What follows belongs to an exercise in optimizing a design on an open flow for small area, a short achievable clock period and few clock cycles per item; a production flow would make more cautious choices.
The RTL of this run was laid out without a check of its function.

<file path="design/flow/config.mk">
export PLATFORM = sky130hd
export DESIGN_NAME = fir_top
export DESIGN_NICKNAME = fir_top
export VERILOG_FILES = /design/flow/design.v
export SDC_FILE = /design/flow/constraint.sdc
export NUM_CORES = 4
export LEC_CHECK = 0
export CAP_MARGIN = 20
export CORE_MARGIN = 2
export CORE_UTILIZATION = 65
export CTS_BUF_LIST = sky130_fd_sc_hd__clkbuf_8
export CTS_CLUSTER_SIZE = 30
export SETUP_SLACK_MARGIN = 5
export SLEW_MARGIN = 20
export SYNTH_HIERARCHICAL = 1
</file>
<file path="design/flow/constraint.sdc">
create_clock -name core_clock -period 10.0 [get_ports {clk}]
set_input_delay 2.0000 -clock core_clock [delete_from_list [all_inputs] [get_ports {clk}]]
set_output_delay 2.0000 -clock core_clock [all_outputs]
set_load 0.01 [all_outputs]
</file>
<file path="design/flow/design.v">
module fir_top (
    input  wire       clk,
    input  wire       resetN,
    input  wire       sampleClk,
    input  wire [7:0] sample,
    output reg  [7:0] sum,
    output reg        dav
);
   reg [7:0] h1, h2, h3, h4, h5, h6, h7, h8;
   reg [8:0] s23, s14, s16;
   reg [9:0] m3;
   reg [19:0] t1, t2;
   reg [3:0] ic;
   wire busy = ~ic[3] | ~ic[2];
   wire en = sampleClk | busy;
   wire [7:0] xin = busy ? 8'd0 : sample;
   wire s_1, c_2;
   ha us_1 (h1[0], h2[0], s_1, c_2);
   wire s_3, c_4;
   ha us_3 (h1[1], h2[1], s_3, c_4);
   wire s_5, c_6;
   ha us_5 (h1[2], h2[2], s_5, c_6);
   wire s_7, c_8;
   ha us_7 (h1[3], h2[3], s_7, c_8);
   wire s_9, c_10;
   ha us_9 (h1[4], h2[4], s_9, c_10);
   wire s_11, c_12;
   ha us_11 (h1[5], h2[5], s_11, c_12);
   wire s_13, c_14;
   ha us_13 (h1[6], h2[6], s_13, c_14);
   wire s_15, c_16;
   ha us_15 (h1[7], h2[7], s_15, c_16);
   wire s_17, c_18;
   ha us_17 (h1[7], h2[7], s_17, c_18);
   wire G_19 = c_4 | (s_3 & c_2);
   wire G_21 = c_6 | (s_5 & c_4);
   wire P_22 = s_5 & s_3;
   wire G_23 = c_8 | (s_7 & c_6);
   wire P_24 = s_7 & s_5;
   wire G_25 = c_10 | (s_9 & c_8);
   wire P_26 = s_9 & s_7;
   wire G_27 = c_12 | (s_11 & c_10);
   wire P_28 = s_11 & s_9;
   wire G_29 = c_14 | (s_13 & c_12);
   wire P_30 = s_13 & s_11;
   wire G_31 = c_16 | (s_15 & c_14);
   wire P_32 = s_15 & s_13;
   wire G_33 = c_18 | (s_17 & c_16);
   wire P_34 = s_17 & s_15;
   wire G_35 = G_21 | (P_22 & c_2);
   wire G_37 = G_23 | (P_24 & G_19);
   wire G_39 = G_25 | (P_26 & G_21);
   wire P_40 = P_26 & P_22;
   wire G_41 = G_27 | (P_28 & G_23);
   wire P_42 = P_28 & P_24;
   wire G_43 = G_29 | (P_30 & G_25);
   wire P_44 = P_30 & P_26;
   wire G_45 = G_31 | (P_32 & G_27);
   wire P_46 = P_32 & P_28;
   wire G_47 = G_33 | (P_34 & G_29);
   wire P_48 = P_34 & P_30;
   wire G_49 = G_39 | (P_40 & c_2);
   wire G_51 = G_41 | (P_42 & G_19);
   wire G_53 = G_43 | (P_44 & G_35);
   wire G_55 = G_45 | (P_46 & G_37);
   wire G_57 = G_47 | (P_48 & G_39);
   wire P_58 = P_48 & P_40;
   wire G_59 = G_57 | (P_58 & c_2);
   wire [8:0] s23n;
   assign s23n[0] = ~(s_1);
   assign s23n[1] = ~(s_3 ^ c_2);
   assign s23n[2] = ~(s_5 ^ G_19);
   assign s23n[3] = ~(s_7 ^ G_35);
   assign s23n[4] = ~(s_9 ^ G_37);
   assign s23n[5] = ~(s_11 ^ G_49);
   assign s23n[6] = ~(s_13 ^ G_51);
   assign s23n[7] = ~(s_15 ^ G_53);
   assign s23n[8] = s_17 ^ G_55;
   wire s_61, c_62;
   ha us_61 (xin[0], h3[0], s_61, c_62);
   wire s_63, c_64;
   ha us_63 (xin[1], h3[1], s_63, c_64);
   wire s_65, c_66;
   ha us_65 (xin[2], h3[2], s_65, c_66);
   wire s_67, c_68;
   ha us_67 (xin[3], h3[3], s_67, c_68);
   wire s_69, c_70;
   ha us_69 (xin[4], h3[4], s_69, c_70);
   wire s_71, c_72;
   ha us_71 (xin[5], h3[5], s_71, c_72);
   wire s_73, c_74;
   ha us_73 (xin[6], h3[6], s_73, c_74);
   wire s_75, c_76;
   ha us_75 (xin[7], h3[7], s_75, c_76);
   wire s_77, c_78;
   ha us_77 (xin[7], h3[7], s_77, c_78);
   wire G_79 = c_64 | (s_63 & c_62);
   wire G_81 = c_66 | (s_65 & c_64);
   wire P_82 = s_65 & s_63;
   wire G_83 = c_68 | (s_67 & c_66);
   wire P_84 = s_67 & s_65;
   wire G_85 = c_70 | (s_69 & c_68);
   wire P_86 = s_69 & s_67;
   wire G_87 = c_72 | (s_71 & c_70);
   wire P_88 = s_71 & s_69;
   wire G_89 = c_74 | (s_73 & c_72);
   wire P_90 = s_73 & s_71;
   wire G_91 = c_76 | (s_75 & c_74);
   wire P_92 = s_75 & s_73;
   wire G_93 = c_78 | (s_77 & c_76);
   wire P_94 = s_77 & s_75;
   wire G_95 = G_81 | (P_82 & c_62);
   wire G_97 = G_83 | (P_84 & G_79);
   wire G_99 = G_85 | (P_86 & G_81);
   wire P_100 = P_86 & P_82;
   wire G_101 = G_87 | (P_88 & G_83);
   wire P_102 = P_88 & P_84;
   wire G_103 = G_89 | (P_90 & G_85);
   wire P_104 = P_90 & P_86;
   wire G_105 = G_91 | (P_92 & G_87);
   wire P_106 = P_92 & P_88;
   wire G_107 = G_93 | (P_94 & G_89);
   wire P_108 = P_94 & P_90;
   wire G_109 = G_99 | (P_100 & c_62);
   wire G_111 = G_101 | (P_102 & G_79);
   wire G_113 = G_103 | (P_104 & G_95);
   wire G_115 = G_105 | (P_106 & G_97);
   wire G_117 = G_107 | (P_108 & G_99);
   wire P_118 = P_108 & P_100;
   wire G_119 = G_117 | (P_118 & c_62);
   wire [8:0] s14n;
   assign s14n[0] = ~(s_61);
   assign s14n[1] = ~(s_63 ^ c_62);
   assign s14n[2] = ~(s_65 ^ G_79);
   assign s14n[3] = ~(s_67 ^ G_95);
   assign s14n[4] = ~(s_69 ^ G_97);
   assign s14n[5] = ~(s_71 ^ G_109);
   assign s14n[6] = ~(s_73 ^ G_111);
   assign s14n[7] = ~(s_75 ^ G_113);
   assign s14n[8] = s_77 ^ G_115;
   wire s_121, c_122;
   ha us_121 (xin[0], h5[0], s_121, c_122);
   wire s_123, c_124;
   ha us_123 (xin[1], h5[1], s_123, c_124);
   wire s_125, c_126;
   ha us_125 (xin[2], h5[2], s_125, c_126);
   wire s_127, c_128;
   ha us_127 (xin[3], h5[3], s_127, c_128);
   wire s_129, c_130;
   ha us_129 (xin[4], h5[4], s_129, c_130);
   wire s_131, c_132;
   ha us_131 (xin[5], h5[5], s_131, c_132);
   wire s_133, c_134;
   ha us_133 (xin[6], h5[6], s_133, c_134);
   wire s_135, c_136;
   ha us_135 (xin[7], h5[7], s_135, c_136);
   wire s_137, c_138;
   ha us_137 (xin[7], h5[7], s_137, c_138);
   wire G_139 = c_124 | (s_123 & c_122);
   wire G_141 = c_126 | (s_125 & c_124);
   wire P_142 = s_125 & s_123;
   wire G_143 = c_128 | (s_127 & c_126);
   wire P_144 = s_127 & s_125;
   wire G_145 = c_130 | (s_129 & c_128);
   wire P_146 = s_129 & s_127;
   wire G_147 = c_132 | (s_131 & c_130);
   wire P_148 = s_131 & s_129;
   wire G_149 = c_134 | (s_133 & c_132);
   wire P_150 = s_133 & s_131;
   wire G_151 = c_136 | (s_135 & c_134);
   wire P_152 = s_135 & s_133;
   wire G_153 = c_138 | (s_137 & c_136);
   wire P_154 = s_137 & s_135;
   wire G_155 = G_141 | (P_142 & c_122);
   wire G_157 = G_143 | (P_144 & G_139);
   wire G_159 = G_145 | (P_146 & G_141);
   wire P_160 = P_146 & P_142;
   wire G_161 = G_147 | (P_148 & G_143);
   wire P_162 = P_148 & P_144;
   wire G_163 = G_149 | (P_150 & G_145);
   wire P_164 = P_150 & P_146;
   wire G_165 = G_151 | (P_152 & G_147);
   wire P_166 = P_152 & P_148;
   wire G_167 = G_153 | (P_154 & G_149);
   wire P_168 = P_154 & P_150;
   wire G_169 = G_159 | (P_160 & c_122);
   wire G_171 = G_161 | (P_162 & G_139);
   wire G_173 = G_163 | (P_164 & G_155);
   wire G_175 = G_165 | (P_166 & G_157);
   wire G_177 = G_167 | (P_168 & G_159);
   wire P_178 = P_168 & P_160;
   wire G_179 = G_177 | (P_178 & c_122);
   wire [8:0] s16n;
   assign s16n[0] = ~(s_121);
   assign s16n[1] = ~(s_123 ^ c_122);
   assign s16n[2] = ~(s_125 ^ G_139);
   assign s16n[3] = ~(s_127 ^ G_155);
   assign s16n[4] = ~(s_129 ^ G_157);
   assign s16n[5] = ~(s_131 ^ G_169);
   assign s16n[6] = ~(s_133 ^ G_171);
   assign s16n[7] = ~(s_135 ^ G_173);
   assign s16n[8] = s_137 ^ G_175;
   wire s_181, c_182;
   ha us_181 (xin[1], xin[0], s_181, c_182);
   wire s_183, c_184;
   ha us_183 (xin[2], xin[1], s_183, c_184);
   wire s_185, c_186;
   ha us_185 (xin[3], xin[2], s_185, c_186);
   wire s_187, c_188;
   ha us_187 (xin[4], xin[3], s_187, c_188);
   wire s_189, c_190;
   ha us_189 (xin[5], xin[4], s_189, c_190);
   wire s_191, c_192;
   ha us_191 (xin[6], xin[5], s_191, c_192);
   wire s_193, c_194;
   ha us_193 (xin[7], xin[6], s_193, c_194);
   wire s_195, c_196;
   ha us_195 (xin[7], xin[7], s_195, c_196);
   wire s_197, c_198;
   ha us_197 (xin[7], xin[7], s_197, c_198);
   wire G_199 = c_182 | (s_181 & 1'b0);
   wire G_201 = c_184 | (s_183 & c_182);
   wire P_202 = s_183 & s_181;
   wire G_203 = c_186 | (s_185 & c_184);
   wire P_204 = s_185 & s_183;
   wire G_205 = c_188 | (s_187 & c_186);
   wire P_206 = s_187 & s_185;
   wire G_207 = c_190 | (s_189 & c_188);
   wire P_208 = s_189 & s_187;
   wire G_209 = c_192 | (s_191 & c_190);
   wire P_210 = s_191 & s_189;
   wire G_211 = c_194 | (s_193 & c_192);
   wire P_212 = s_193 & s_191;
   wire G_213 = c_196 | (s_195 & c_194);
   wire P_214 = s_195 & s_193;
   wire G_215 = c_198 | (s_197 & c_196);
   wire P_216 = s_197 & s_195;
   wire G_217 = G_201 | (P_202 & 1'b0);
   wire G_219 = G_203 | (P_204 & G_199);
   wire G_221 = G_205 | (P_206 & G_201);
   wire P_222 = P_206 & P_202;
   wire G_223 = G_207 | (P_208 & G_203);
   wire P_224 = P_208 & P_204;
   wire G_225 = G_209 | (P_210 & G_205);
   wire P_226 = P_210 & P_206;
   wire G_227 = G_211 | (P_212 & G_207);
   wire P_228 = P_212 & P_208;
   wire G_229 = G_213 | (P_214 & G_209);
   wire P_230 = P_214 & P_210;
   wire G_231 = G_215 | (P_216 & G_211);
   wire P_232 = P_216 & P_212;
   wire G_233 = G_221 | (P_222 & 1'b0);
   wire G_235 = G_223 | (P_224 & G_199);
   wire G_237 = G_225 | (P_226 & G_217);
   wire G_239 = G_227 | (P_228 & G_219);
   wire G_241 = G_229 | (P_230 & G_221);
   wire P_242 = P_230 & P_222;
   wire G_243 = G_231 | (P_232 & G_223);
   wire P_244 = P_232 & P_224;
   wire G_245 = G_241 | (P_242 & 1'b0);
   wire G_247 = G_243 | (P_244 & G_199);
   wire [9:0] m3n;
   assign m3n[0] = ~(xin[0]);
   assign m3n[1] = ~(s_181 ^ 1'b0);
   assign m3n[2] = ~(s_183 ^ G_199);
   assign m3n[3] = ~(s_185 ^ G_217);
   assign m3n[4] = ~(s_187 ^ G_219);
   assign m3n[5] = ~(s_189 ^ G_233);
   assign m3n[6] = ~(s_191 ^ G_235);
   assign m3n[7] = ~(s_193 ^ G_237);
   assign m3n[8] = ~(s_195 ^ G_239);
   assign m3n[9] = s_197 ^ G_245;
   wire s_249, c_250;
   fa us_249 (~s23[0], s14[1], 1'b1, s_249, c_250);
   wire s_251, c_252;
   fa us_251 (~s23[1], s14[2], s14[0], s_251, c_252);
   wire s_253, c_254;
   fa us_253 (~s23[2], s23[0], 1'b1, s_253, c_254);
   wire s_255, c_256;
   fa us_255 (s14[3], s14[1], c_252, s_255, c_256);
   wire s_257, c_258;
   fa us_257 (~s23[3], s23[1], 1'b1, s_257, c_258);
   wire s_259, c_260;
   fa us_259 (s14[4], s14[2], s14[0], s_259, c_260);
   wire s_261, c_262;
   fa us_261 (c_254, s_257, s_259, s_261, c_262);
   wire s_263, c_264;
   fa us_263 (~s23[4], s23[2], s14[5], s_263, c_264);
   wire s_265, c_266;
   fa us_265 (s14[3], s14[1], c_258, s_265, c_266);
   wire s_267, c_268;
   fa us_267 (c_260, s_263, c_262, s_267, c_268);
   wire s_269, c_270;
   fa us_269 (~s23[5], s23[3], s14[6], s_269, c_270);
   wire s_271, c_272;
   fa us_271 (s14[4], s14[2], c_264, s_271, c_272);
   wire s_273, c_274;
   fa us_273 (s_269, c_266, s_271, s_273, c_274);
   wire s_275, c_276;
   fa us_275 (~s23[6], s23[4], s23[0], s_275, c_276);
   wire s_277, c_278;
   fa us_277 (s14[7], s14[5], s14[3], s_277, c_278);
   wire s_279, c_280;
   fa us_279 (c_270, s_275, s_277, s_279, c_280);
   wire s_281, c_282;
   ha us_281 (c_272, s_279, s_281, c_282);
   wire s_283, c_284;
   fa us_283 (~s23[7], s23[5], 1'b1, s_283, c_284);
   wire s_285, c_286;
   fa us_285 (s23[1], s14[8], s14[6], s_285, c_286);
   wire s_287, c_288;
   fa us_287 (s14[4], ~s14[0], c_276, s_287, c_288);
   wire s_289, c_290;
   fa us_289 (c_278, s_283, s_285, s_289, c_290);
   wire s_291, c_292;
   fa us_291 (c_280, s_287, s_289, s_291, c_292);
   wire s_293, c_294;
   fa us_293 (~s23[8], s23[6], s23[2], s_293, c_294);
   wire s_295, c_296;
   fa us_295 (s14[7], s14[5], ~s14[1], s_295, c_296);
   wire s_297, c_298;
   fa us_297 (c_284, c_286, s_293, s_297, c_298);
   wire s_299, c_300;
   fa us_299 (s_295, c_288, c_290, s_299, c_300);
   wire s_301, c_302;
   fa us_301 (s_297, c_292, s_299, s_301, c_302);
   wire s_303, c_304;
   fa us_303 (s23[7], s23[3], 1'b1, s_303, c_304);
   wire s_305, c_306;
   fa us_305 (~s23[0], s14[8], s14[6], s_305, c_306);
   wire s_307, c_308;
   fa us_307 (~s14[2], c_294, c_296, s_307, c_308);
   wire s_309, c_310;
   fa us_309 (s_303, s_305, c_298, s_309, c_310);
   wire s_311, c_312;
   fa us_311 (s_307, c_300, s_309, s_311, c_312);
   wire s_313, c_314;
   fa us_313 (s23[8], s23[4], s14[7], s_313, c_314);
   wire s_315, c_316;
   fa us_315 (s23[1], s14[3], ~c_304, s_315, c_316);
   wire s_317, c_318;
   fa us_317 (c_306, s_313, c_308, s_317, c_318);
   wire s_319, c_320;
   fa us_319 (~s_315, c_310, s_317, s_319, c_320);
   wire s_321, c_322;
   fa us_321 (s23[5], ~s23[2], s14[8], s_321, c_322);
   wire s_323, c_324;
   fa us_323 (~s14[4], c_314, s_321, s_323, c_324);
   wire s_325, c_326;
   fa us_325 (~c_316, s_323, c_318, s_325, c_326);
   wire s_327, c_328;
   fa us_327 (s23[6], ~s23[3], 1'b1, s_327, c_328);
   wire s_329, c_330;
   fa us_329 (~s14[5], c_322, s_327, s_329, c_330);
   wire s_331, c_332;
   ha us_331 (c_324, s_329, s_331, c_332);
   wire s_333, c_334;
   fa us_333 (s23[7], ~s23[4], 1'b1, s_333, c_334);
   wire s_335, c_336;
   fa us_335 (~s14[6], c_328, s_333, s_335, c_336);
   wire s_337, c_338;
   ha us_337 (c_330, s_335, s_337, c_338);
   wire s_339, c_340;
   fa us_339 (s23[8], ~s23[5], 1'b1, s_339, c_340);
   wire s_341, c_342;
   fa us_341 (~s14[7], c_334, s_339, s_341, c_342);
   wire s_343, c_344;
   ha us_343 (c_336, s_341, s_343, c_344);
   wire s_345, c_346;
   ha us_345 (s23[6], s14[8], s_345, c_346);
   wire s_347, c_348;
   fa us_347 (~s_345, c_340, c_342, s_347, c_348);
   wire s_349, c_350;
   xr xs_349 (s23[7], c_346, s_349);
   nr ns_349 (s23[7], c_346, c_350);
   wire s_351, c_352;
   ha us_351 (s14[0], 1'b1, s_351, c_352);
   wire s_353, c_354;
   ha us_353 (c_250, s_251, s_353, c_354);
   wire s_355, c_356;
   ha us_355 (s_253, s_255, s_355, c_356);
   wire s_357, c_358;
   ha us_357 (c_256, s_261, s_357, c_358);
   wire s_359, c_360;
   ha us_359 (s_265, s_267, s_359, c_360);
   wire s_361, c_362;
   ha us_361 (c_268, s_273, s_361, c_362);
   wire s_363, c_364;
   ha us_363 (c_274, s_281, s_363, c_364);
   wire s_365, c_366;
   ha us_365 (c_282, s_291, s_365, c_366);
   wire s_367, c_368;
   ha us_367 (c_302, s_311, s_367, c_368);
   wire s_369, c_370;
   ha us_369 (c_312, s_319, s_369, c_370);
   wire s_371, c_372;
   ha us_371 (c_320, s_325, s_371, c_372);
   wire s_373, c_374;
   ha us_373 (c_326, s_331, s_373, c_374);
   wire s_375, c_376;
   ha us_375 (c_332, s_337, s_375, c_376);
   wire s_377, c_378;
   ha us_377 (c_338, s_343, s_377, c_378);
   wire s_379, c_380;
   ha us_379 (c_344, s_347, s_379, c_380);
   wire s_381, c_382;
   ha us_381 (c_348, s_349, s_381, c_382);
   wire s_383, c_384;
   xr xs_383 (s23[8], c_350, s_383);
   anb ns_383 (s23[8], c_350, c_384);
   wire G_385 = 1'b0 | (s_249 & c_352);
   wire G_387 = c_354 | (s_353 & 1'b0);
   wire P_388 = s_353 & s_249;
   wire G_389 = c_356 | (s_355 & c_354);
   wire P_390 = s_355 & s_353;
   wire G_391 = c_358 | (s_357 & c_356);
   wire P_392 = s_357 & s_355;
   wire G_393 = c_360 | (s_359 & c_358);
   wire P_394 = s_359 & s_357;
   wire G_395 = c_362 | (s_361 & c_360);
   wire P_396 = s_361 & s_359;
   wire G_397 = c_364 | (s_363 & c_362);
   wire P_398 = s_363 & s_361;
   wire G_399 = c_366 | (s_365 & c_364);
   wire P_400 = s_365 & s_363;
   wire G_401 = 1'b0 | (s_301 & c_366);
   wire P_402 = s_301 & s_365;
   wire G_403 = c_368 | (s_367 & 1'b0);
   wire P_404 = s_367 & s_301;
   wire G_405 = c_370 | (s_369 & c_368);
   wire P_406 = s_369 & s_367;
   wire G_407 = c_372 | (s_371 & c_370);
   wire P_408 = s_371 & s_369;
   wire G_409 = c_374 | (s_373 & c_372);
   wire P_410 = s_373 & s_371;
   wire G_411 = c_376 | (s_375 & c_374);
   wire P_412 = s_375 & s_373;
   wire G_413 = c_378 | (s_377 & c_376);
   wire P_414 = s_377 & s_375;
   wire G_415 = c_380 | (s_379 & c_378);
   wire P_416 = s_379 & s_377;
   wire G_417 = c_382 | (s_381 & c_380);
   wire P_418 = s_381 & s_379;
   wire G_419 = c_384 | (~s_383 & c_382);
   wire P_420 = ~s_383 & s_381;
   wire G_421 = 1'b0 | (1'b1 & c_384);
   wire P_422 = 1'b1 & ~s_383;
   wire G_423 = G_387 | (P_388 & c_352);
   wire G_425 = G_389 | (P_390 & G_385);
   wire G_427 = G_391 | (P_392 & G_387);
   wire P_428 = P_392 & P_388;
   wire G_429 = G_393 | (P_394 & G_389);
   wire P_430 = P_394 & P_390;
   wire G_431 = G_395 | (P_396 & G_391);
   wire P_432 = P_396 & P_392;
   wire G_433 = G_397 | (P_398 & G_393);
   wire P_434 = P_398 & P_394;
   wire G_435 = G_399 | (P_400 & G_395);
   wire P_436 = P_400 & P_396;
   wire G_437 = G_401 | (P_402 & G_397);
   wire P_438 = P_402 & P_398;
   wire G_439 = G_403 | (P_404 & G_399);
   wire P_440 = P_404 & P_400;
   wire G_441 = G_405 | (P_406 & G_401);
   wire P_442 = P_406 & P_402;
   wire G_443 = G_407 | (P_408 & G_403);
   wire P_444 = P_408 & P_404;
   wire G_445 = G_409 | (P_410 & G_405);
   wire P_446 = P_410 & P_406;
   wire G_447 = G_411 | (P_412 & G_407);
   wire P_448 = P_412 & P_408;
   wire G_449 = G_413 | (P_414 & G_409);
   wire P_450 = P_414 & P_410;
   wire G_451 = G_415 | (P_416 & G_411);
   wire P_452 = P_416 & P_412;
   wire G_453 = G_417 | (P_418 & G_413);
   wire P_454 = P_418 & P_414;
   wire G_455 = G_419 | (P_420 & G_415);
   wire P_456 = P_420 & P_416;
   wire G_457 = G_421 | (P_422 & G_417);
   wire P_458 = P_422 & P_418;
   wire G_459 = G_427 | (P_428 & c_352);
   wire G_461 = G_429 | (P_430 & G_385);
   wire G_463 = G_431 | (P_432 & G_423);
   wire G_465 = G_433 | (P_434 & G_425);
   wire G_467 = G_435 | (P_436 & G_427);
   wire P_468 = P_436 & P_428;
   wire G_469 = G_437 | (P_438 & G_429);
   wire P_470 = P_438 & P_430;
   wire G_471 = G_439 | (P_440 & G_431);
   wire P_472 = P_440 & P_432;
   wire G_473 = G_441 | (P_442 & G_433);
   wire P_474 = P_442 & P_434;
   wire G_475 = G_443 | (P_444 & G_435);
   wire P_476 = P_444 & P_436;
   wire G_477 = G_445 | (P_446 & G_437);
   wire P_478 = P_446 & P_438;
   wire G_479 = G_447 | (P_448 & G_439);
   wire P_480 = P_448 & P_440;
   wire G_481 = G_449 | (P_450 & G_441);
   wire P_482 = P_450 & P_442;
   wire G_483 = G_451 | (P_452 & G_443);
   wire P_484 = P_452 & P_444;
   wire G_485 = G_453 | (P_454 & G_445);
   wire P_486 = P_454 & P_446;
   wire G_487 = G_455 | (P_456 & G_447);
   wire P_488 = P_456 & P_448;
   wire G_489 = G_457 | (P_458 & G_449);
   wire P_490 = P_458 & P_450;
   wire G_491 = G_467 | (P_468 & c_352);
   wire G_493 = G_469 | (P_470 & G_385);
   wire G_495 = G_471 | (P_472 & G_423);
   wire G_497 = G_473 | (P_474 & G_425);
   wire G_499 = G_475 | (P_476 & G_459);
   wire G_501 = G_477 | (P_478 & G_461);
   wire G_503 = G_479 | (P_480 & G_463);
   wire G_505 = G_481 | (P_482 & G_465);
   wire G_507 = G_483 | (P_484 & G_467);
   wire P_508 = P_484 & P_468;
   wire G_509 = G_485 | (P_486 & G_469);
   wire P_510 = P_486 & P_470;
   wire G_511 = G_487 | (P_488 & G_471);
   wire P_512 = P_488 & P_472;
   wire G_513 = G_489 | (P_490 & G_473);
   wire P_514 = P_490 & P_474;
   wire G_515 = G_507 | (P_508 & c_352);
   wire G_517 = G_509 | (P_510 & G_385);
   wire G_519 = G_511 | (P_512 & G_423);
   wire G_521 = G_513 | (P_514 & G_425);
   wire [19:0] t2n;
   assign t2n[0] = s_351;
   assign t2n[1] = s_249 ^ c_352;
   assign t2n[2] = s_353 ^ G_385;
   assign t2n[3] = s_355 ^ G_423;
   assign t2n[4] = s_357 ^ G_425;
   assign t2n[5] = s_359 ^ G_459;
   assign t2n[6] = s_361 ^ G_461;
   assign t2n[7] = s_363 ^ G_463;
   assign t2n[8] = s_365 ^ G_465;
   assign t2n[9] = s_301 ^ G_491;
   assign t2n[10] = s_367 ^ G_493;
   assign t2n[11] = s_369 ^ G_495;
   assign t2n[12] = s_371 ^ G_497;
   assign t2n[13] = s_373 ^ G_499;
   assign t2n[14] = s_375 ^ G_501;
   assign t2n[15] = s_377 ^ G_503;
   assign t2n[16] = s_379 ^ G_505;
   assign t2n[17] = s_381 ^ G_515;
   assign t2n[18] = ~s_383 ^ G_517;
   assign t2n[19] = ~(1'b1 ^ G_519);
   wire s_523, c_524;
   fa us_523 (t2[2], s16[0], ~h7[2], s_523, c_524);
   wire s_525, c_526;
   fa us_525 (t2[3], s16[1], h7[0], s_525, c_526);
   wire s_527, c_528;
   fa us_527 (~h7[3], h8[0], c_524, s_527, c_528);
   wire s_529, c_530;
   fa us_529 (t2[4], s16[2], s16[0], s_529, c_530);
   wire s_531, c_532;
   fa us_531 (~h7[4], h7[1], h8[1], s_531, c_532);
   wire s_533, c_534;
   fa us_533 (c_526, s_529, s_531, s_533, c_534);
   wire s_535, c_536;
   fa us_535 (t2[5], s16[3], s16[1], s_535, c_536);
   wire s_537, c_538;
   fa us_537 (h7[5], ~h7[2], h7[0], s_537, c_538);
   wire s_539, c_540;
   fa us_539 (h8[2], c_530, c_532, s_539, c_540);
   wire s_541, c_542;
   fa us_541 (s_535, ~s_537, c_534, s_541, c_542);
   wire s_543, c_544;
   fa us_543 (t2[6], s16[4], s16[2], s_543, c_544);
   wire s_545, c_546;
   fa us_545 (s16[0], h7[3], h8[3], s_545, c_546);
   wire s_547, c_548;
   fa us_547 (h7[6], h7[1], ~c_536, s_547, c_548);
   wire s_549, c_550;
   fa us_549 (~c_538, s_543, s_545, s_549, c_550);
   wire s_551, c_552;
   fa us_551 (c_540, ~s_547, s_549, s_551, c_552);
   wire s_553, c_554;
   fa us_553 (t2[7], s16[5], s16[3], s_553, c_554);
   wire s_555, c_556;
   fa us_555 (s16[1], h7[7], h7[4], s_555, c_556);
   wire s_557, c_558;
   fa us_557 (~h7[2], h8[4], c_544, s_557, c_558);
   wire s_559, c_560;
   fa us_559 (c_546, s_553, s_555, s_559, c_560);
   wire s_561, c_562;
   fa us_561 (~c_548, c_550, s_557, s_561, c_562);
   wire s_563, c_564;
   fa us_563 (s_559, c_552, s_561, s_563, c_564);
   wire s_565, c_566;
   fa us_565 (t2[8], s16[6], s16[4], s_565, c_566);
   wire s_567, c_568;
   fa us_567 (s16[2], h7[5], h8[5], s_567, c_568);
   wire s_569, c_570;
   fa us_569 (~h7[3], c_554, c_556, s_569, c_570);
   wire s_571, c_572;
   fa us_571 (s_565, s_567, c_558, s_571, c_572);
   wire s_573, c_574;
   fa us_573 (c_560, s_569, c_562, s_573, c_574);
   wire s_575, c_576;
   fa us_575 (s_571, c_564, s_573, s_575, c_576);
   wire s_577, c_578;
   fa us_577 (t2[9], s16[7], s16[5], s_577, c_578);
   wire s_579, c_580;
   fa us_579 (s16[3], h7[6], h8[6], s_579, c_580);
   wire s_581, c_582;
   fa us_581 (~h7[4], c_566, c_568, s_581, c_582);
   wire s_583, c_584;
   fa us_583 (s_577, s_579, c_570, s_583, c_584);
   wire s_585, c_586;
   fa us_585 (s_581, c_572, s_583, s_585, c_586);
   wire s_587, c_588;
   ha us_587 (c_574, s_585, s_587, c_588);
   wire s_589, c_590;
   fa us_589 (t2[10], s16[8], s16[6], s_589, c_590);
   wire s_591, c_592;
   fa us_591 (~s16[4], h7[7], h7[5], s_591, c_592);
   wire s_593, c_594;
   fa us_593 (~h8[7], c_578, c_580, s_593, c_594);
   wire s_595, c_596;
   fa us_595 (s_589, ~s_591, c_582, s_595, c_596);
   wire s_597, c_598;
   fa us_597 (s_593, c_584, s_595, s_597, c_598);
   wire s_599, c_600;
   ha us_599 (c_586, s_597, s_599, c_600);
   wire s_601, c_602;
   fa us_601 (t2[11], s16[7], s16[5], s_601, c_602);
   wire s_603, c_604;
   fa us_603 (h7[6], ~c_590, c_592, s_603, c_604);
   wire s_605, c_606;
   fa us_605 (s_601, c_594, ~s_603, s_605, c_606);
   wire s_607, c_608;
   fa us_607 (c_596, s_605, c_598, s_607, c_608);
   wire s_609, c_610;
   fa us_609 (t2[12], s16[8], s16[6], s_609, c_610);
   wire s_611, c_612;
   fa us_611 (h7[7], c_602, s_609, s_611, c_612);
   wire s_613, c_614;
   fa us_613 (~c_604, s_611, c_606, s_613, c_614);
   wire s_615, c_616;
   fa us_615 (t2[13], s16[7], c_610, s_615, c_616);
   wire s_617, c_618;
   ha us_617 (c_612, s_615, s_617, c_618);
   wire s_619, c_620;
   fa us_619 (t2[14], s16[8], c_616, s_619, c_620);
   wire s_621, c_622;
   xr xs_621 (t2[0], h7[0], s_621);
   anb ns_621 (h7[0], t2[0], c_622);
   wire s_623, c_624;
   xr xs_623 (t2[1], h7[1], s_623);
   anb ns_623 (h7[1], t2[1], c_624);
   wire s_625, c_626;
   ha us_625 (s_525, s_527, s_625, c_626);
   wire s_627, c_628;
   ha us_627 (c_528, s_533, s_627, c_628);
   wire s_629, c_630;
   ha us_629 (s_539, s_541, s_629, c_630);
   wire s_631, c_632;
   ha us_631 (c_542, s_551, s_631, c_632);
   wire s_633, c_634;
   ha us_633 (c_576, s_587, s_633, c_634);
   wire s_635, c_636;
   ha us_635 (c_588, s_599, s_635, c_636);
   wire s_637, c_638;
   ha us_637 (c_600, s_607, s_637, c_638);
   wire s_639, c_640;
   ha us_639 (c_608, s_613, s_639, c_640);
   wire s_641, c_642;
   ha us_641 (c_614, s_617, s_641, c_642);
   wire s_643, c_644;
   ha us_643 (c_618, s_619, s_643, c_644);
   wire s_645, c_646;
   ha us_645 (t2[15], c_620, s_645, c_646);
   wire G_647 = c_624 | (~s_623 & c_622);
   wire G_649 = 1'b0 | (s_523 & c_624);
   wire P_650 = s_523 & ~s_623;
   wire G_651 = c_626 | (s_625 & 1'b0);
   wire P_652 = s_625 & s_523;
   wire G_653 = c_628 | (s_627 & c_626);
   wire P_654 = s_627 & s_625;
   wire G_655 = c_630 | (s_629 & c_628);
   wire P_656 = s_629 & s_627;
   wire G_657 = c_632 | (s_631 & c_630);
   wire P_658 = s_631 & s_629;
   wire G_659 = 1'b0 | (s_563 & c_632);
   wire P_660 = s_563 & s_631;
   wire G_661 = 1'b0 | (s_575 & 1'b0);
   wire P_662 = s_575 & s_563;
   wire G_663 = c_634 | (s_633 & 1'b0);
   wire P_664 = s_633 & s_575;
   wire G_665 = c_636 | (s_635 & c_634);
   wire P_666 = s_635 & s_633;
   wire G_667 = c_638 | (s_637 & c_636);
   wire P_668 = s_637 & s_635;
   wire G_669 = c_640 | (s_639 & c_638);
   wire P_670 = s_639 & s_637;
   wire G_671 = c_642 | (s_641 & c_640);
   wire P_672 = s_641 & s_639;
   wire G_673 = c_644 | (s_643 & c_642);
   wire P_674 = s_643 & s_641;
   wire G_675 = c_646 | (s_645 & c_644);
   wire P_676 = s_645 & s_643;
   wire G_677 = 1'b0 | (t2[16] & c_646);
   wire P_678 = t2[16] & s_645;
   wire G_679 = 1'b0 | (t2[17] & 1'b0);
   wire P_680 = t2[17] & t2[16];
   wire G_681 = 1'b0 | (t2[18] & 1'b0);
   wire P_682 = t2[18] & t2[17];
   wire G_683 = 1'b0 | (t2[19] & 1'b0);
   wire P_684 = t2[19] & t2[18];
   wire G_685 = G_649 | (P_650 & c_622);
   wire G_687 = G_651 | (P_652 & G_647);
   wire G_689 = G_653 | (P_654 & G_649);
   wire P_690 = P_654 & P_650;
   wire G_691 = G_655 | (P_656 & G_651);
   wire P_692 = P_656 & P_652;
   wire G_693 = G_657 | (P_658 & G_653);
   wire P_694 = P_658 & P_654;
   wire G_695 = G_659 | (P_660 & G_655);
   wire P_696 = P_660 & P_656;
   wire G_697 = G_661 | (P_662 & G_657);
   wire P_698 = P_662 & P_658;
   wire G_699 = G_663 | (P_664 & G_659);
   wire P_700 = P_664 & P_660;
   wire G_701 = G_665 | (P_666 & G_661);
   wire P_702 = P_666 & P_662;
   wire G_703 = G_667 | (P_668 & G_663);
   wire P_704 = P_668 & P_664;
   wire G_705 = G_669 | (P_670 & G_665);
   wire P_706 = P_670 & P_666;
   wire G_707 = G_671 | (P_672 & G_667);
   wire P_708 = P_672 & P_668;
   wire G_709 = G_673 | (P_674 & G_669);
   wire P_710 = P_674 & P_670;
   wire G_711 = G_675 | (P_676 & G_671);
   wire P_712 = P_676 & P_672;
   wire G_713 = G_677 | (P_678 & G_673);
   wire P_714 = P_678 & P_674;
   wire G_715 = G_679 | (P_680 & G_675);
   wire P_716 = P_680 & P_676;
   wire G_717 = G_681 | (P_682 & G_677);
   wire P_718 = P_682 & P_678;
   wire G_719 = G_683 | (P_684 & G_679);
   wire P_720 = P_684 & P_680;
   wire G_721 = G_689 | (P_690 & c_622);
   wire G_723 = G_691 | (P_692 & G_647);
   wire G_725 = G_693 | (P_694 & G_685);
   wire G_727 = G_695 | (P_696 & G_687);
   wire G_729 = G_697 | (P_698 & G_689);
   wire P_730 = P_698 & P_690;
   wire G_731 = G_699 | (P_700 & G_691);
   wire P_732 = P_700 & P_692;
   wire G_733 = G_701 | (P_702 & G_693);
   wire P_734 = P_702 & P_694;
   wire G_735 = G_703 | (P_704 & G_695);
   wire P_736 = P_704 & P_696;
   wire G_737 = G_705 | (P_706 & G_697);
   wire P_738 = P_706 & P_698;
   wire G_739 = G_707 | (P_708 & G_699);
   wire P_740 = P_708 & P_700;
   wire G_741 = G_709 | (P_710 & G_701);
   wire P_742 = P_710 & P_702;
   wire G_743 = G_711 | (P_712 & G_703);
   wire P_744 = P_712 & P_704;
   wire G_745 = G_713 | (P_714 & G_705);
   wire P_746 = P_714 & P_706;
   wire G_747 = G_715 | (P_716 & G_707);
   wire P_748 = P_716 & P_708;
   wire G_749 = G_717 | (P_718 & G_709);
   wire P_750 = P_718 & P_710;
   wire G_751 = G_719 | (P_720 & G_711);
   wire P_752 = P_720 & P_712;
   wire G_753 = G_729 | (P_730 & c_622);
   wire G_755 = G_731 | (P_732 & G_647);
   wire G_757 = G_733 | (P_734 & G_685);
   wire G_759 = G_735 | (P_736 & G_687);
   wire G_761 = G_737 | (P_738 & G_721);
   wire G_763 = G_739 | (P_740 & G_723);
   wire G_765 = G_741 | (P_742 & G_725);
   wire G_767 = G_743 | (P_744 & G_727);
   wire G_769 = G_745 | (P_746 & G_729);
   wire P_770 = P_746 & P_730;
   wire G_771 = G_747 | (P_748 & G_731);
   wire P_772 = P_748 & P_732;
   wire G_773 = G_749 | (P_750 & G_733);
   wire P_774 = P_750 & P_734;
   wire G_775 = G_751 | (P_752 & G_735);
   wire P_776 = P_752 & P_736;
   wire G_777 = G_769 | (P_770 & c_622);
   wire G_779 = G_771 | (P_772 & G_647);
   wire G_781 = G_773 | (P_774 & G_685);
   wire G_783 = G_775 | (P_776 & G_687);
   wire [19:0] t1n;
   assign t1n[0] = ~s_621;
   assign t1n[1] = ~s_623 ^ c_622;
   assign t1n[2] = s_523 ^ G_647;
   assign t1n[3] = s_625 ^ G_685;
   assign t1n[4] = s_627 ^ G_687;
   assign t1n[5] = s_629 ^ G_721;
   assign t1n[6] = s_631 ^ G_723;
   assign t1n[7] = s_563 ^ G_725;
   assign t1n[8] = s_575 ^ G_727;
   assign t1n[9] = s_633 ^ G_753;
   assign t1n[10] = s_635 ^ G_755;
   assign t1n[11] = s_637 ^ G_757;
   assign t1n[12] = s_639 ^ G_759;
   assign t1n[13] = s_641 ^ G_761;
   assign t1n[14] = s_643 ^ G_763;
   assign t1n[15] = s_645 ^ G_765;
   assign t1n[16] = t2[16] ^ G_767;
   assign t1n[17] = t2[17] ^ G_777;
   assign t1n[18] = t2[18] ^ G_779;
   assign t1n[19] = ~(t2[19] ^ G_781);
   wire s_785, c_786;
   fa us_785 (t1[3], m3[0], ~h1[3], s_785, c_786);
   wire s_787, c_788;
   fa us_787 (t1[4], m3[1], ~h1[4], s_787, c_788);
   wire s_789, c_790;
   fa us_789 (t1[5], m3[2], ~h1[5], s_789, c_790);
   wire s_791, c_792;
   fa us_791 (t1[6], m3[3], ~h1[6], s_791, c_792);
   wire s_793, c_794;
   fa us_793 (t1[7], m3[4], h1[7], s_793, c_794);
   wire s_795, c_796;
   ha us_795 (t1[8], m3[5], s_795, c_796);
   wire s_797, c_798;
   ha us_797 (t1[9], m3[6], s_797, c_798);
   wire s_799, c_800;
   ha us_799 (t1[10], m3[7], s_799, c_800);
   wire s_801, c_802;
   ha us_801 (t1[11], m3[8], s_801, c_802);
   wire s_803, c_804;
   ha us_803 (t1[12], m3[9], s_803, c_804);
   wire s_805, c_806;
   xr xs_805 (t1[0], h1[0], s_805);
   anb ns_805 (h1[0], t1[0], c_806);
   wire s_807, c_808;
   xr xs_807 (t1[1], h1[1], s_807);
   anb ns_807 (h1[1], t1[1], c_808);
   wire s_809, c_810;
   xr xs_809 (t1[2], h1[2], s_809);
   anb ns_809 (h1[2], t1[2], c_810);
   wire s_811, c_812;
   ha us_811 (c_786, s_787, s_811, c_812);
   wire s_813, c_814;
   ha us_813 (c_788, s_789, s_813, c_814);
   wire s_815, c_816;
   ha us_815 (c_790, s_791, s_815, c_816);
   wire s_817, c_818;
   ha us_817 (c_792, s_793, s_817, c_818);
   wire s_819, c_820;
   ha us_819 (c_794, s_795, s_819, c_820);
   wire s_821, c_822;
   ha us_821 (c_796, s_797, s_821, c_822);
   wire s_823, c_824;
   ha us_823 (c_798, s_799, s_823, c_824);
   wire s_825, c_826;
   ha us_825 (c_800, s_801, s_825, c_826);
   wire s_827, c_828;
   ha us_827 (c_802, s_803, s_827, c_828);
   wire s_829, c_830;
   ha us_829 (t1[13], c_804, s_829, c_830);
   wire G_831 = c_808 | (~s_807 & c_806);
   wire G_833 = c_810 | (~s_809 & c_808);
   wire P_834 = ~s_809 & ~s_807;
   wire G_835 = 1'b0 | (s_785 & c_810);
   wire P_836 = s_785 & ~s_809;
   wire G_837 = c_812 | (s_811 & 1'b0);
   wire P_838 = s_811 & s_785;
   wire G_839 = c_814 | (s_813 & c_812);
   wire P_840 = s_813 & s_811;
   wire G_841 = c_816 | (s_815 & c_814);
   wire P_842 = s_815 & s_813;
   wire G_843 = c_818 | (s_817 & c_816);
   wire P_844 = s_817 & s_815;
   wire G_845 = c_820 | (s_819 & c_818);
   wire P_846 = s_819 & s_817;
   wire G_847 = c_822 | (s_821 & c_820);
   wire P_848 = s_821 & s_819;
   wire G_849 = c_824 | (s_823 & c_822);
   wire P_850 = s_823 & s_821;
   wire G_851 = c_826 | (s_825 & c_824);
   wire P_852 = s_825 & s_823;
   wire G_853 = c_828 | (s_827 & c_826);
   wire P_854 = s_827 & s_825;
   wire G_855 = c_830 | (s_829 & c_828);
   wire P_856 = s_829 & s_827;
   wire G_857 = 1'b0 | (t1[14] & c_830);
   wire P_858 = t1[14] & s_829;
   wire G_859 = 1'b0 | (t1[15] & 1'b0);
   wire P_860 = t1[15] & t1[14];
   wire G_861 = 1'b0 | (t1[16] & 1'b0);
   wire P_862 = t1[16] & t1[15];
   wire G_863 = 1'b0 | (t1[17] & 1'b0);
   wire P_864 = t1[17] & t1[16];
   wire G_865 = 1'b0 | (t1[18] & 1'b0);
   wire P_866 = t1[18] & t1[17];
   wire G_867 = 1'b0 | (t1[19] & 1'b0);
   wire P_868 = t1[19] & t1[18];
   wire G_869 = G_833 | (P_834 & c_806);
   wire G_871 = G_835 | (P_836 & G_831);
   wire G_873 = G_837 | (P_838 & G_833);
   wire P_874 = P_838 & P_834;
   wire G_875 = G_839 | (P_840 & G_835);
   wire P_876 = P_840 & P_836;
   wire G_877 = G_841 | (P_842 & G_837);
   wire P_878 = P_842 & P_838;
   wire G_879 = G_843 | (P_844 & G_839);
   wire P_880 = P_844 & P_840;
   wire G_881 = G_845 | (P_846 & G_841);
   wire P_882 = P_846 & P_842;
   wire G_883 = G_847 | (P_848 & G_843);
   wire P_884 = P_848 & P_844;
   wire G_885 = G_849 | (P_850 & G_845);
   wire P_886 = P_850 & P_846;
   wire G_887 = G_851 | (P_852 & G_847);
   wire P_888 = P_852 & P_848;
   wire G_889 = G_853 | (P_854 & G_849);
   wire P_890 = P_854 & P_850;
   wire G_891 = G_855 | (P_856 & G_851);
   wire P_892 = P_856 & P_852;
   wire G_893 = G_857 | (P_858 & G_853);
   wire P_894 = P_858 & P_854;
   wire G_895 = G_859 | (P_860 & G_855);
   wire P_896 = P_860 & P_856;
   wire G_897 = G_861 | (P_862 & G_857);
   wire P_898 = P_862 & P_858;
   wire G_899 = G_863 | (P_864 & G_859);
   wire P_900 = P_864 & P_860;
   wire G_901 = G_865 | (P_866 & G_861);
   wire P_902 = P_866 & P_862;
   wire G_903 = G_867 | (P_868 & G_863);
   wire P_904 = P_868 & P_864;
   wire G_905 = G_873 | (P_874 & c_806);
   wire G_907 = G_875 | (P_876 & G_831);
   wire G_909 = G_877 | (P_878 & G_869);
   wire G_911 = G_879 | (P_880 & G_871);
   wire G_913 = G_881 | (P_882 & G_873);
   wire P_914 = P_882 & P_874;
   wire G_915 = G_883 | (P_884 & G_875);
   wire P_916 = P_884 & P_876;
   wire G_917 = G_885 | (P_886 & G_877);
   wire P_918 = P_886 & P_878;
   wire G_919 = G_887 | (P_888 & G_879);
   wire P_920 = P_888 & P_880;
   wire G_921 = G_889 | (P_890 & G_881);
   wire P_922 = P_890 & P_882;
   wire G_923 = G_891 | (P_892 & G_883);
   wire P_924 = P_892 & P_884;
   wire G_925 = G_893 | (P_894 & G_885);
   wire P_926 = P_894 & P_886;
   wire G_927 = G_895 | (P_896 & G_887);
   wire P_928 = P_896 & P_888;
   wire G_929 = G_897 | (P_898 & G_889);
   wire P_930 = P_898 & P_890;
   wire G_931 = G_899 | (P_900 & G_891);
   wire P_932 = P_900 & P_892;
   wire G_933 = G_901 | (P_902 & G_893);
   wire P_934 = P_902 & P_894;
   wire G_935 = G_903 | (P_904 & G_895);
   wire P_936 = P_904 & P_896;
   wire G_937 = G_913 | (P_914 & c_806);
   wire G_939 = G_915 | (P_916 & G_831);
   wire G_941 = G_917 | (P_918 & G_869);
   wire G_943 = G_919 | (P_920 & G_871);
   wire G_945 = G_921 | (P_922 & G_905);
   wire G_947 = G_923 | (P_924 & G_907);
   wire G_949 = G_925 | (P_926 & G_909);
   wire G_951 = G_927 | (P_928 & G_911);
   wire G_953 = G_929 | (P_930 & G_913);
   wire P_954 = P_930 & P_914;
   wire G_955 = G_931 | (P_932 & G_915);
   wire P_956 = P_932 & P_916;
   wire G_957 = G_933 | (P_934 & G_917);
   wire P_958 = P_934 & P_918;
   wire G_959 = G_935 | (P_936 & G_919);
   wire P_960 = P_936 & P_920;
   wire G_961 = G_953 | (P_954 & c_806);
   wire G_963 = G_955 | (P_956 & G_831);
   wire G_965 = G_957 | (P_958 & G_869);
   wire G_967 = G_959 | (P_960 & G_871);
   wire [19:0] r;
   assign r[0] = ~s_805;
   assign r[1] = ~s_807 ^ c_806;
   assign r[2] = ~s_809 ^ G_831;
   assign r[3] = s_785 ^ G_869;
   assign r[4] = s_811 ^ G_871;
   assign r[5] = s_813 ^ G_905;
   assign r[6] = s_815 ^ G_907;
   assign r[7] = s_817 ^ G_909;
   assign r[8] = s_819 ^ G_911;
   assign r[9] = s_821 ^ G_937;
   assign r[10] = s_823 ^ G_939;
   assign r[11] = s_825 ^ G_941;
   assign r[12] = s_827 ^ G_943;
   assign r[13] = s_829 ^ G_945;
   assign r[14] = t1[14] ^ G_947;
   assign r[15] = t1[15] ^ G_949;
   assign r[16] = t1[16] ^ G_951;
   assign r[17] = t1[17] ^ G_961;
   assign r[18] = t1[18] ^ G_963;
   assign r[19] = t1[19] ^ G_965;
   wire c7;
   carry7 uc7 (r[9:3], sample[6:0], c7);
   wire [8:0] rh = r[19:11];
   wire [7:0] rh1 = rh[7:0] + 8'd1;
   wire signed [8:0] rs = rh;
   wire [3:0] sp = {rs >= 9'sd127, rs >= 9'sd128, rs >= 9'sd128, rs >= 9'sd129};
   wire [3:0] sn = {rs < -9'sd129, rs < -9'sd128, rs < -9'sd128, rs < -9'sd127};
   wire [7:0] out0, out1, sumNext;
   outn uo0 (r[10], sample[7], 1'b0, rh[7:0], rh1, sp, sn, out0);
   outn uo1 (r[10], sample[7], 1'b1, rh[7:0], rh1, sp, sn, out1);
   mux8 uom (c7, out0, out1, sumNext);
   always @(posedge clk, negedge resetN)
     if (!resetN) begin
        ic <= 4'd0;
        dav <= 1'b0;
     end else begin
        if (busy) ic <= ic + 4'd1;
        dav <= sampleClk & ~busy;
     end
   always @(posedge clk) begin
      sum <= sumNext;
      if (en) begin
         t1 <= t1n; t2 <= t2n;
         s23 <= s23n; s14 <= s14n; s16 <= s16n;
         m3 <= m3n;
         h1 <= xin; h2 <= h1; h3 <= h2; h4 <= h3;
         h5 <= h4; h6 <= h5; h7 <= h6; h8 <= h7;
      end
   end
endmodule
module carry7 (input [6:0] a, input [6:0] b, output c);
   wire [7:0] s = {1'b0, a} + {1'b0, b};
   assign c = s[7];
endmodule
module outn (input r7, input x7, input c, input [7:0] v0, input [7:0] v1,
             input [3:0] sp, input [3:0] sn, output [7:0] o);
   wire [3:0] k;
   assign k[0] = ~r7 & x7 & ~c;
   assign k[1] = (r7 & x7 & ~c) | (~r7 & ~x7 & ~c) | (~r7 & x7 & c);
   assign k[2] = (r7 & ~x7 & ~c) | (r7 & x7 & c) | (~r7 & ~x7 & c);
   assign k[3] = r7 & ~x7 & c;
   wire up = k[2] | k[3];
   assign o = |(k & sp) ? 8'h7f : |(k & sn) ? 8'h80 : up ? v1 : v0;
endmodule
module mux8 (input s, input [7:0] a, input [7:0] b, output [7:0] y);
   assign y = s ? b : a;
endmodule
module fa (input a, input b, input c, output s, output co);
   assign s = a ^ b ^ c;
   assign co = (a & b) | (a & c) | (b & c);
endmodule
module ha (input a, input b, output s, output co);
   assign s = a ^ b;
   assign co = a & b;
endmodule
module xr (input a, input b, output y);
   assign y = a ^ b;
endmodule
module nr (input a, input b, output y);
   assign y = ~(a | b);
endmodule
module anb (input a, input b, output y);
   assign y = ~a & b;
endmodule
</file>
<file path="design/flow/run.sh">
#!/bin/bash
# synth_recipe.tcl (not shown) runs the flow's synth.tcl, then flattens the netlist and writes it again
# the make line also repeats each setting of config.mk as NAME=value (left out here)
make -C /OpenROAD-flow-scripts/flow DESIGN_CONFIG=/design/flow/config.mk WORK_HOME=/design/flow/orfs CLKGATE_MAP_FILE= SYNTH_SCRIPT=/design/flow/synth_recipe.tcl finish
</file>
==> results.yml <==
run_status:
  outcome: "finished clean"
finish:
  area_growth_syn_to_layout_pct: 7.30
  fin_nets: 1233
  fill_cells: 1336
  fin_cells: 1267
  n_antenna_cell: 0
  drive_gt1_share_pct: 7.61
  final_common_cell: "edfxtp_1"
  mostFrequentLayoutCells: "edfxtp_1, ha_1, fa_1"
clock_network:
  cts_tree: "built"
  cts_buffers: 17
  clk_pin_slew_worst_paths_ns: 0.09
  htree_levels: 4
  clockRootBuffer: "clkbuf_8"
  insertion_delay_ns: 0.48
  clkSinkCount: 154
  clockBufferDepth: 2
  post_cts_buffers: 0
placed_design:
  io_buffers: 19
  place.gp.congestion: 0.876
  hpwl_mm: 17.8
  place_inst: 1235
  post-place-ws_ns: 5.15
timing:
  fmax_ghz: 0.212
  rsz0062_at_grt: "false"
  finalClockSkew_ns: 0.0174
  hold_slack_ns: 0.423
  fin_ws_ns: 5.29
  setup_viol: 0
  tightestPinTransition_ns: 1.19
  period_share_pct: 47.1
  relSlewSlack_pct: 20.3
  hold_viol_final: 0
  maxSlewViolCount: 0
  setup_tns_ns: 0
  layout_min_cycle_time_ns: 4.71
yosys:
  ys_ff_latch: 154
  yosysWarnings: 7
  avgSynthCellArea_sq_um: 12.0
  syn_inst: 979
  post_synth_instance_area_sq_um: 11700
  ys_async_sr_fraction_pct: 3.25
  synth_edf_count: 141
  synthDistinctLibCells: 75
  ys_seq_area_share_pct: 38.5
  synthFlopType: "edfxtp_1"
worst_setup_path:
  crit_buf_inv: 0
  end_kind: "flip-flop"
  cp_slowest_stage_delay_ns: 0.58
  crit_chain: "fa_1 -> fa_1 -> fa_1 -> fa_1 -> fa_1 -> ha_1 -> and3_1 -> and3_1 -> a221oi_2 -> a21oi_1 -> a211oi_1 -> nor3_1 -> xor2_1"
  path_max_fanout: 4
  cp-start-kind: "flip-flop"
  worst_path_max_delay_cell: "fa_1"
  critPathRequiredTime_ns: 10.22
  r2r_setup_slack_ns: 5.29
  cpMostUsedCell: "fa_1"
  crit_type: "reg -> reg"
  path_delay_family: "adder cells"
  cp.arrival_ns: 4.93
die:
  io_pins: 20
  fp.dieH_um: 138
  die_w_um: 138
  start_util_pct: 65.8
  core_area_sq_um: 17800
  row_count: 49
  design.die.area_sq_um: 19100
global_route:
  first_global_vias: 7634
  overflow: 0
  antenna_found_initial: 0
  grtUsageTotal_pct: 25.1
  grt_start_max_net_pins: 86
  grt_pass1_wl_mm: 37.7
routing:
  ant_nets: 0
  vias_per_cell: 5.79
  wl_per_cell_um: 17.7
  wl_mm: 22.4
  drt_iter0_drc: 453
  dr.pass1.iters: 4
  post-route-drc-count: 0
  via_count: 7330
flow_run:
  drv_cap: 0
min_path:
  holdCritPathClass: "reg -> reg"
==> cells by family after synthesis <==
logic type | Yosys count | synth area share [%]
AO/OA/AOI/OAI | 188 | 10.8
XOR/XNOR | 69 | 5.34
adder cells (fa/ha/maj) | 197 | 27.1
buffers and inverters | 103 | 3.82
flip-flops | 154 | 38.5
multiplexers | 34 | 3.40
other | 2 | 0.0640
AND/OR/NAND/NOR | 232 | 11.0
==> final cells by class <==
cell class / count / area (sq um) / area share [%]
clock inverter: 15 / 158 / 1.25
inverter: 91 / 342 / 2.71
sequential: 154 / 4520 / 35.9
tap: 229 / 287 / 2.28
multi-input combinational: 739 / 6840 / 54.3
timing repair buffer: 22 / 213 / 1.69
clock buffer: 17 / 234 / 1.86
==> per-module statistics from Yosys (local to each module, per instance), excerpt <==
module / area, sq um / flip-flops and latches
xr: 8.76 / 0
fa: 20.0 / 0
anb: 13.8 / 0
carry7: 125 / 0
ha: 12.5 / 0
mux8: 131 / 0
==> routing by layer <==
metal  part of all wire [%]  wire length, um  GRT usage [%]  vias to the layer above
met3                    3.0              671           4.33                       34
li1                       -                -              -                     3589
met4                    2.0              453           7.41                        0
met5                      0                0              0                        -
met1                     44             9910           32.7                     3605
met2                     51            11400           43.7                      102
==> worst reg2reg max path, stage by stage, from the launching register on <==
cell and delay, ns:
edfxtp_1 0.48, fa_1 0.58, fa_1 0.43, fa_1 0.40, fa_1 0.43, fa_1 0.42
ha_1 0.34, and3_1 0.19, and3_1 0.20, a221oi_2 0.30, a21oi_1 0.14, a211oi_1 0.33
nor3_1 0.10, xor2_1 0.15
==> flip-flops by register name, indices dropped and copies added, names as in the netlist <==
register	flops
s14	9
h2	8
h5	8
s16	9
h4	8
h6	8
s23	9
m3	10
h3	8
t1	20
ic	4
t2	20
h7	8
h1	8
sum	8
h8	8
dav	1
==> synth_stat cells, types with 7 or more instances <==
cell / instances / area, sq um
and3_1: 18 / 113
nor3_1: 23 / 115
mux2_4: 10 / 150
o21ai_1: 17 / 85.1
nand3_1: 27 / 135
a21o_1: 8 / 60.1
fa_1: 96 / 1920
inv_1: 91 / 342
a21oi_1: 64 / 320
a211oi_1: 7 / 52.6
o21ai_0: 24 / 120
ha_1: 101 / 1260
nor2_1: 42 / 158
dfxtp_1: 8 / 160
mux2i_1: 21 / 210
nand3b_1: 7 / 52.6
xnor2_1: 42 / 368
edfxtp_1: 141 / 4230
nor2b_1: 12 / 75.1
xor2_1: 24 / 210
nand2_1: 37 / 139
o21a_1: 12 / 90.1
nand2b_1: 22 / 138
==> path summary, 6_finish.rpt <==
path,startpoint,end,cells past startpoint
max in group asynchronous,resetN,ic[3],1
max reg2reg,s16[0],t1[18],13
min in group asynchronous,resetN,dav,1
min reg2reg,h6[5],h7[5],0
min,h6[5],h7[5],0
max,s16[0],t1[18],13
==> metrics by stage <==
step	cell area [sq um]	utilization, %
floorplan	11800	-
global placement	12200	68.4
detailed placement	12200	68.4
CTS	12600	70.6
global route	12600	70.6
finish	12600	70.6
==> repair_timing <==
item,in CTS,in global routing
hold buffers,0,0
endpoints found under the setup margin,0,1
gates resized for setup,0,1

[afterwards: timing with drivers on the ports]
The results above use ideal ports. As a check the final layout listed here was re-extracted and re-timed, cells and wires unchanged. Step 1 assumes that a clkbuf_16 drives the clock port and a buf_2 every other input. Step 2 adds t to the input delays and takes it off the output delays; t is the mean of the earliest and latest rising clock arrival at the registers after step 1. Input paths then give back, and output paths get back, about the clock's delay inside the block. Slacks: ideal ports / drivers / drivers and shift; pairs: ideal ports / drivers.
t, ns: 0.508
setup WS [ns]: 5.286 / 5.286 / 5.190
worst slew at a driven data input, ns: 0.03
After both steps this run still meets setup and hold. For this run, drivers alone change the setup slack by 0.000 ns; drivers and shift together by -0.096 ns.
